What follows belongs to an exercise in optimizing a design on an open flow for small area and a short achievable clock period; a production flow would make more cautious choices. In this exercise RTL edits were held to simulation tests only and were not proved equivalent to the original. Power and IR drop assume default switching activity.

Design cam_pixel_labeler, start of the top module:
module cam_pixel_labeler (
    input  logic        clk,
    input  logic        reset,
    input  logic        href,
    input  logic        vsync,
    input  logic [ 7:0] ov7670_data,
    output logic        we,
    output logic [16:0] wAddr,
    output logic [ 2:0] label_data,
    output logic        camera_dp_en,
    output logic        v_finish_camera,
    output logic [ 9:0] x_pixel_camera,
    output logic [ 9:0] y_pixel_camera
);
    logic [9:0] h_counter;
    logic [9:0] v_counter;
    logic       v_sync_flag;
    logic [7:0] hi_byte;
    logic [2:0] label_next;
    logic [9:0] h_next, v_next;
    logic [9:0] h_carry, v_carry;
    logic       line_end;
    logic [10:0] addr_hi, addr_sum;
    logic [11:0] addr_carry;
    assign x_pixel_camera = h_counter[9:1];
    assign y_pixel_camera = v_counter;
    assign camera_dp_en = ~(h_counter[9] & (h_counter[8] | h_counter[7])) &
                          ~(v_counter[9] | v_counter[8] | (&v_counter[7:4]));
    logic [10:0] op_a, op_b, cs_sum, cs_carry;
    assign op_a = {1'b0, v_counter};
    assign op_b = {v_counter[8:0], h_counter[8:7]};
    assign cs_sum   = op_a ^ op_b ^ {8'd0, h_counter[9], 2'b00};
    assign cs_carry = (op_a & op_b) | ((op_a ^ op_b) & {8'd0, h_counter[9], 2'b00});
    assign addr_hi  = cs_sum;
    assign addr_carry[0] = 1'b0;
    for (genvar i = 0; i < 11; i++) begin : g_addr
        logic y;
        if (i == 0) assign y = 1'b0;
        else        assign y = cs_carry[i-1];
        assign addr_sum[i]     = addr_hi[i] ^ y ^ addr_carry[i];
        assign addr_carry[i+1] = (addr_hi[i] & y) | (addr_carry[i] & (addr_hi[i] ^ y));
    end
    assign wAddr[5:0]  = h_counter[6:1];
    assign wAddr[16:6] = addr_sum;
    assign h_carry[0] = 1'b1;
    assign v_carry[0] = line_end;
    for (genvar i = 1; i < 10; i++) begin : g_carry
        assign h_carry[i] = h_carry[i-1] & h_counter[i-1];
        assign v_carry[i] = v_carry[i-1] & v_counter[i-1];
    end
    assign line_end = (h_counter == 10'd639);
  ...
Size in the first run: ~55 I/O pins, roughly 2500 um^2 of cells after synthesis.
==> flow/config.mk <==
export PLATFORM = sky130hd
export DESIGN_NAME = cam_pixel_labeler
export DESIGN_NICKNAME = cam_pixel_labeler
export VERILOG_FILES = /design/flow/design.v
export SDC_FILE = /design/flow/constraint.sdc
export NUM_CORES = 4
export LEC_CHECK = 0
export CAP_MARGIN = 20
export CORE_MARGIN = 2
export CORE_UTILIZATION = 40
export SLEW_MARGIN = 20
==> flow/constraint.sdc <==
create_clock -name core_clock -period 150.0 [get_ports {clk}]
set_input_delay 30.0000 -clock core_clock [delete_from_list [all_inputs] [get_ports {clk}]]
set_output_delay 30.0000 -clock core_clock [all_outputs]
set_load 0.01 [all_outputs]
standard.sh (not shown) runs the stock make flow with config.mk's settings and CLKGATE_MAP_FILE= SYNTH_SCRIPT=/design/flow/synth_recipe.tcl, a recipe that flattens the netlist after the stock synthesis.
==> flow/flow/run.sh <==
#!/bin/bash
# Layout flow: the standard synthesis, then the combinational logic between the
# registers is re-synthesised for area with ABC (registers, their names and cell types
# untouched, equivalence checked), then the standard layout from that netlist, with
# the port buffers made from the smallest buffer cell.
set -euo pipefail
WORK=$PWD
FLOW=$WORK/flow
RES=$WORK/orfs/results/$FLOW_PLATFORM/cam_pixel_labeler/base
YOSYS=$(command -v yosys || echo "$FLOW_HOME/../tools/install/yosys/bin/yosys")
export LIBERTY=$FLOW_HOME/platforms/sky130hd/lib/sky130_fd_sc_hd__tt_025C_1v80.lib
export FLOWDIR=$FLOW

bash standard.sh synth > 1_standard_synth.log 2>&1
cp "$RES/1_2_yosys.v" std_synth.v

NET=std_synth.v
if "$YOSYS" -c "$FLOW/reopt.tcl" > 2_reopt.log 2>&1 && [[ -s reopt.v ]]; then
  if "$YOSYS" -c "$FLOW/equiv.tcl" > 3_equiv.log 2>&1; then
    NET=reopt.v
  fi
fi
echo "netlist used: $NET" > netlist_choice.txt

bash standard.sh clean_synth > 4_clean_synth.log 2>&1
bash standard.sh "SYNTH_NETLIST_FILES=$WORK/$NET" \
  "BUFFER_PORTS_ARGS=-buffer_cell sky130_fd_sc_hd__buf_1" finish > 5_layout.log 2>&1
==> flow/flow/equiv.tcl <==
yosys -import
read_liberty -ignore_miss_func $::env(LIBERTY)
read_verilog std_synth.v
rename cam_pixel_labeler gold
read_verilog reopt.v
rename cam_pixel_labeler gate
flatten gold gate
opt_clean
async2sync
equiv_make gold gate eq
hierarchy -top eq
equiv_simple -seq 2
equiv_induct
equiv_status -assert
==> flow/flow/reopt.tcl <==
yosys -import
set lib $::env(LIBERTY)
set flow $::env(FLOWDIR)
read_liberty -ignore_miss_func $lib
read_verilog std_synth.v
hierarchy -top cam_pixel_labeler
# registers and tie cells stay as they are; everything else becomes plain gates
setattr -mod -set keep_hierarchy 1 sky130_fd_sc_hd__df*
setattr -mod -set keep_hierarchy 1 sky130_fd_sc_hd__conb_1
flatten
opt_clean
abc -script $flow/area.abc -liberty $lib -dont_use sky130_fd_sc_hd__lpflow_bleeder_1 -dont_use sky130_fd_sc_hd__lpflow_clkbufkapwr_1 -dont_use sky130_fd_sc_hd__lpflow_clkbufkapwr_16 -dont_use sky130_fd_sc_hd__lpflow_clkbufkapwr_2 -dont_use sky130_fd_sc_hd__lpflow_clkbufkapwr_4 -dont_use sky130_fd_sc_hd__lpflow_clkbufkapwr_8 -dont_use sky130_fd_sc_hd__lpflow_clkinvkapwr_1 -dont_use sky130_fd_sc_hd__lpflow_clkinvkapwr_16 -dont_use sky130_fd_sc_hd__lpflow_clkinvkapwr_2 -dont_use sky130_fd_sc_hd__lpflow_clkinvkapwr_4 -dont_use sky130_fd_sc_hd__lpflow_clkinvkapwr_8 -dont_use sky130_fd_sc_hd__lpflow_decapkapwr_12 -dont_use sky130_fd_sc_hd__lpflow_decapkapwr_3 -dont_use sky130_fd_sc_hd__lpflow_decapkapwr_4 -dont_use sky130_fd_sc_hd__lpflow_decapkapwr_6 -dont_use sky130_fd_sc_hd__lpflow_decapkapwr_8 -dont_use sky130_fd_sc_hd__lpflow_inputiso0n_1 -dont_use sky130_fd_sc_hd__lpflow_inputiso0p_1 -dont_use sky130_fd_sc_hd__lpflow_inputiso1n_1 -dont_use sky130_fd_sc_hd__lpflow_inputiso1p_1 -dont_use sky130_fd_sc_hd__lpflow_inputisolatch_1 -dont_use sky130_fd_sc_hd__lpflow_isobufsrc_1 -dont_use sky130_fd_sc_hd__lpflow_isobufsrc_16 -dont_use sky130_fd_sc_hd__lpflow_isobufsrc_2 -dont_use sky130_fd_sc_hd__lpflow_isobufsrc_4 -dont_use sky130_fd_sc_hd__lpflow_isobufsrc_8 -dont_use sky130_fd_sc_hd__lpflow_isobufsrckapwr_16 -dont_use sky130_fd_sc_hd__lpflow_lsbuf_lh_hl_isowell_tap_1 -dont_use sky130_fd_sc_hd__lpflow_lsbuf_lh_hl_isowell_tap_2 -dont_use sky130_fd_sc_hd__lpflow_lsbuf_lh_hl_isowell_tap_4 -dont_use sky130_fd_sc_hd__lpflow_lsbuf_lh_isowell_4 -dont_use sky130_fd_sc_hd__lpflow_lsbuf_lh_isowell_tap_1 -dont_use sky130_fd_sc_hd__lpflow_lsbuf_lh_isowell_tap_2 -dont_use sky130_fd_sc_hd__lpflow_lsbuf_lh_isowell_tap_4 -dont_use sky130_fd_sc_hd__probe_p_8 -dont_use sky130_fd_sc_hd__probec_p_8 
opt_clean -purge
hilomap -singleton -hicell sky130_fd_sc_hd__conb_1 HI -locell sky130_fd_sc_hd__conb_1 LO
select cam_pixel_labeler
write_verilog -noattr -selected reopt.v
Other scripts of this flow, unchanged in this note and not shown: flow/flow/area.abc
Change:
--- a/flow/flow/run.sh
+++ b/flow/flow/run.sh
@@ -3,5 +3,5 @@
 # registers is re-synthesised for area with ABC (registers, their names and cell types
 # untouched, equivalence checked), then the standard layout from that netlist, with
-# the port buffers made from the smallest buffer cell.
+# the port buffers made from the smallest buffer cell and a small clock tree.
 set -euo pipefail
 WORK=$PWD
@@ -25,3 +25,5 @@
 bash standard.sh clean_synth > 4_clean_synth.log 2>&1
 bash standard.sh "SYNTH_NETLIST_FILES=$WORK/$NET" \
-  "BUFFER_PORTS_ARGS=-buffer_cell sky130_fd_sc_hd__buf_1" finish > 5_layout.log 2>&1
+  "BUFFER_PORTS_ARGS=-buffer_cell sky130_fd_sc_hd__buf_1" \
+  "CTS_ARGS=-sink_clustering_enable -repair_clock_nets -dont_use_dummy_load -buf_list sky130_fd_sc_hd__clkbuf_2 -root_buf sky130_fd_sc_hd__clkbuf_8" \
+  finish > 5_layout.log 2>&1
==> flow/flow/equiv.tcl (replaced) <==
yosys -import
read_liberty -ignore_miss_func $::env(LIBERTY)
read_verilog std_synth.v
yosys rename cam_pixel_labeler gold
read_verilog reopt.v
yosys rename cam_pixel_labeler gate
flatten gold gate
opt_clean
async2sync
equiv_make gold gate eq
hierarchy -top eq
equiv_simple -seq 2
equiv_induct
equiv_status -assert
--- a/flow/flow/reopt.tcl
+++ b/flow/flow/reopt.tcl
@@ -8,4 +8,6 @@
 setattr -mod -set keep_hierarchy 1 sky130_fd_sc_hd__df*
 setattr -mod -set keep_hierarchy 1 sky130_fd_sc_hd__conb_1
+# full-adder cells from the adder mapping are kept too
+setattr -mod -set keep_hierarchy 1 sky130_fd_sc_hd__fa_*
 flatten
 opt_clean
Effect:
- setup slack is worse by 0.079 ns
- worst hold slack gets worse by 0.0050 ns
- flip-flop and latch count does not change
- total power came out lower by 22%
- final cell count is higher by 3.1%
- core utilization went up by 1.4 points
- via count climbs by 1.3%
- first-iteration DRC count shrinks by 24%


Starting RTL as in the previous note.
clock: 150.0 ns
lec_check: 0
cap_margin: 20
core_margin: 2
core_utilization: 40
slew_margin: 20
==> flow/flow/run.sh <==
#!/bin/bash
# Layout flow: the standard synthesis, then the combinational logic between the
# registers is re-synthesised for area with ABC (registers, their names and cell types
# untouched, equivalence checked), then the standard layout from that netlist, with
# the port buffers made from the smallest buffer cell.
set -euo pipefail
WORK=$PWD
FLOW=$WORK/flow
RES=$WORK/orfs/results/$FLOW_PLATFORM/cam_pixel_labeler/base
YOSYS=$(command -v yosys || echo "$FLOW_HOME/../tools/install/yosys/bin/yosys")
export LIBERTY=$FLOW_HOME/platforms/sky130hd/lib/sky130_fd_sc_hd__tt_025C_1v80.lib
export FLOWDIR=$FLOW

bash standard.sh synth > 1_standard_synth.log 2>&1
cp "$RES/1_2_yosys.v" std_synth.v

NET=std_synth.v
if "$YOSYS" -c "$FLOW/reopt.tcl" > 2_reopt.log 2>&1 && [[ -s reopt.v ]]; then
  if "$YOSYS" -c "$FLOW/equiv.tcl" > 3_equiv.log 2>&1; then
    NET=reopt.v
  fi
fi
echo "netlist used: $NET" > netlist_choice.txt

bash standard.sh clean_synth > 4_clean_synth.log 2>&1
bash standard.sh "SYNTH_NETLIST_FILES=$WORK/$NET" \
  "BUFFER_PORTS_ARGS=-buffer_cell sky130_fd_sc_hd__buf_1" finish > 5_layout.log 2>&1
==> flow/flow/reopt.tcl <==
yosys -import
set lib $::env(LIBERTY)
set flow $::env(FLOWDIR)
read_liberty -ignore_miss_func $lib
read_verilog std_synth.v
hierarchy -top cam_pixel_labeler
# registers and tie cells stay as they are; everything else becomes plain gates
setattr -mod -set keep_hierarchy 1 sky130_fd_sc_hd__df*
setattr -mod -set keep_hierarchy 1 sky130_fd_sc_hd__conb_1
# full-adder cells from the adder mapping are kept too
setattr -mod -set keep_hierarchy 1 sky130_fd_sc_hd__fa_*
flatten
opt_clean
abc -script $flow/area.abc -liberty $lib -dont_use sky130_fd_sc_hd__lpflow_bleeder_1 -dont_use sky130_fd_sc_hd__lpflow_clkbufkapwr_1 -dont_use sky130_fd_sc_hd__lpflow_clkbufkapwr_16 -dont_use sky130_fd_sc_hd__lpflow_clkbufkapwr_2 -dont_use sky130_fd_sc_hd__lpflow_clkbufkapwr_4 -dont_use sky130_fd_sc_hd__lpflow_clkbufkapwr_8 -dont_use sky130_fd_sc_hd__lpflow_clkinvkapwr_1 -dont_use sky130_fd_sc_hd__lpflow_clkinvkapwr_16 -dont_use sky130_fd_sc_hd__lpflow_clkinvkapwr_2 -dont_use sky130_fd_sc_hd__lpflow_clkinvkapwr_4 -dont_use sky130_fd_sc_hd__lpflow_clkinvkapwr_8 -dont_use sky130_fd_sc_hd__lpflow_decapkapwr_12 -dont_use sky130_fd_sc_hd__lpflow_decapkapwr_3 -dont_use sky130_fd_sc_hd__lpflow_decapkapwr_4 -dont_use sky130_fd_sc_hd__lpflow_decapkapwr_6 -dont_use sky130_fd_sc_hd__lpflow_decapkapwr_8 -dont_use sky130_fd_sc_hd__lpflow_inputiso0n_1 -dont_use sky130_fd_sc_hd__lpflow_inputiso0p_1 -dont_use sky130_fd_sc_hd__lpflow_inputiso1n_1 -dont_use sky130_fd_sc_hd__lpflow_inputiso1p_1 -dont_use sky130_fd_sc_hd__lpflow_inputisolatch_1 -dont_use sky130_fd_sc_hd__lpflow_isobufsrc_1 -dont_use sky130_fd_sc_hd__lpflow_isobufsrc_16 -dont_use sky130_fd_sc_hd__lpflow_isobufsrc_2 -dont_use sky130_fd_sc_hd__lpflow_isobufsrc_4 -dont_use sky130_fd_sc_hd__lpflow_isobufsrc_8 -dont_use sky130_fd_sc_hd__lpflow_isobufsrckapwr_16 -dont_use sky130_fd_sc_hd__lpflow_lsbuf_lh_hl_isowell_tap_1 -dont_use sky130_fd_sc_hd__lpflow_lsbuf_lh_hl_isowell_tap_2 -dont_use sky130_fd_sc_hd__lpflow_lsbuf_lh_hl_isowell_tap_4 -dont_use sky130_fd_sc_hd__lpflow_lsbuf_lh_isowell_4 -dont_use sky130_fd_sc_hd__lpflow_lsbuf_lh_isowell_tap_1 -dont_use sky130_fd_sc_hd__lpflow_lsbuf_lh_isowell_tap_2 -dont_use sky130_fd_sc_hd__lpflow_lsbuf_lh_isowell_tap_4 -dont_use sky130_fd_sc_hd__probe_p_8 -dont_use sky130_fd_sc_hd__probec_p_8 
opt_clean -purge
hilomap -singleton -hicell sky130_fd_sc_hd__conb_1 HI -locell sky130_fd_sc_hd__conb_1 LO
select cam_pixel_labeler
write_verilog -noattr -selected reopt.v
Other scripts of this flow, unchanged in this note and not shown: flow/flow/area.abc, flow/flow/equiv.tcl
The first run completed without violations.
Next try:
--- a/flow/flow/reopt.tcl
+++ b/flow/flow/reopt.tcl
@@ -10,2 +9,0 @@
-# full-adder cells from the adder mapping are kept too
-setattr -mod -set keep_hierarchy 1 sky130_fd_sc_hd__fa_*
Outcome: The new run finished with timing, DRC and antenna clean; setup slack improved by 0.51 ns; wire length rises by 12%; core utilization came out higher by 0.11 points; synthesized area rises by 2.5%; cell count rose by about 9%.
Next try:
--- a/flow/flow/run.sh
+++ b/flow/flow/run.sh
@@ -5 +5 @@
-# the port buffers made from the smallest buffer cell.
+# the port buffers made from the smallest buffer cell and a small clock tree.
@@ -27 +27,3 @@
-  "BUFFER_PORTS_ARGS=-buffer_cell sky130_fd_sc_hd__buf_1" finish > 5_layout.log 2>&1
+  "BUFFER_PORTS_ARGS=-buffer_cell sky130_fd_sc_hd__buf_1" \
+  "CTS_ARGS=-sink_clustering_enable -repair_clock_nets -dont_use_dummy_load -sink_clustering_size 50 -sink_clustering_max_diameter 500 -sink_clustering_levels 1 -buf_list sky130_fd_sc_hd__clkbuf_16 -root_buf sky130_fd_sc_hd__clkbuf_16" \
+  finish > 5_layout.log 2>&1
--- a/flow/flow/reopt.tcl
+++ b/flow/flow/reopt.tcl
@@ -9,0 +10,2 @@
+# full-adder cells from the adder mapping are kept too
+setattr -mod -set keep_hierarchy 1 sky130_fd_sc_hd__fa_*
The changed run completed with no timing, DRC or antenna violations.
Worst hold slack gets better by 0.011 ns.
Fmax decreases slightly.
Utilization climbs by 0.26 points.
Next try:
--- a/flow/flow/run.sh
+++ b/flow/flow/run.sh
@@ -28 +28 @@
-  "CTS_ARGS=-sink_clustering_enable -repair_clock_nets -dont_use_dummy_load -sink_clustering_size 50 -sink_clustering_max_diameter 500 -sink_clustering_levels 1 -buf_list sky130_fd_sc_hd__clkbuf_16 -root_buf sky130_fd_sc_hd__clkbuf_16" \
+  "CTS_ARGS=-sink_clustering_enable -repair_clock_nets -dont_use_dummy_load -buf_list sky130_fd_sc_hd__clkbuf_4 -root_buf sky130_fd_sc_hd__clkbuf_4" \
Result: The changed run went through all stages and came out clean; setup slack loses 0.077 ns; synthesized area stays the same; total power went down by about a fifth.

-- afterwards: timing with drivers on the ports --
The flow's constraints put no driver on any port. The routed layouts listed below were extracted and timed again, unchanged, in two steps. Step 1, drivers: a clkbuf_16 drives clk and a buf_2 each remaining input, both assumed. Step 2, shift: input delay + t, output delay - t, t = (earliest + latest rising clock arrival at the registers) / 2. This alone moves slack from input paths to output paths. Three values: ideal ports, drivers, drivers and shift; two values: the first two.
run	t (ns)	setup slack, ns	hold slack, ns	latest minus earliest clock arrival (ns)	worst data-port slew with drivers (ns)
the first run of note 1	0.318	115.479 / 115.451 / 115.769	0.400 / 0.400 / 0.400	0.011 / 0.012	0.03
the second run of note 1	0.298	115.400 / 115.373 / 115.671	0.395 / 0.395 / 0.395	0.014 / 0.015	0.03
the first run of note 2	0.304	115.393 / 115.366 / 115.670	0.395 / 0.395 / 0.395	0.005 / 0.005	0.03
the second run of note 2	0.312	115.905 / 115.875 / 116.187	0.381 / 0.381 / 0.381	0.011 / 0.011	0.03
the third run of note 2	0.296	115.414 / 115.383 / 115.679	0.392 / 0.392 / 0.392	0.010 / 0.010	0.03
the fourth run of note 2	0.344	115.337 / 115.311 / 115.655	0.399 / 0.399 / 0.399	0.022 / 0.022	0.03
After both steps every run listed still meets setup and hold.
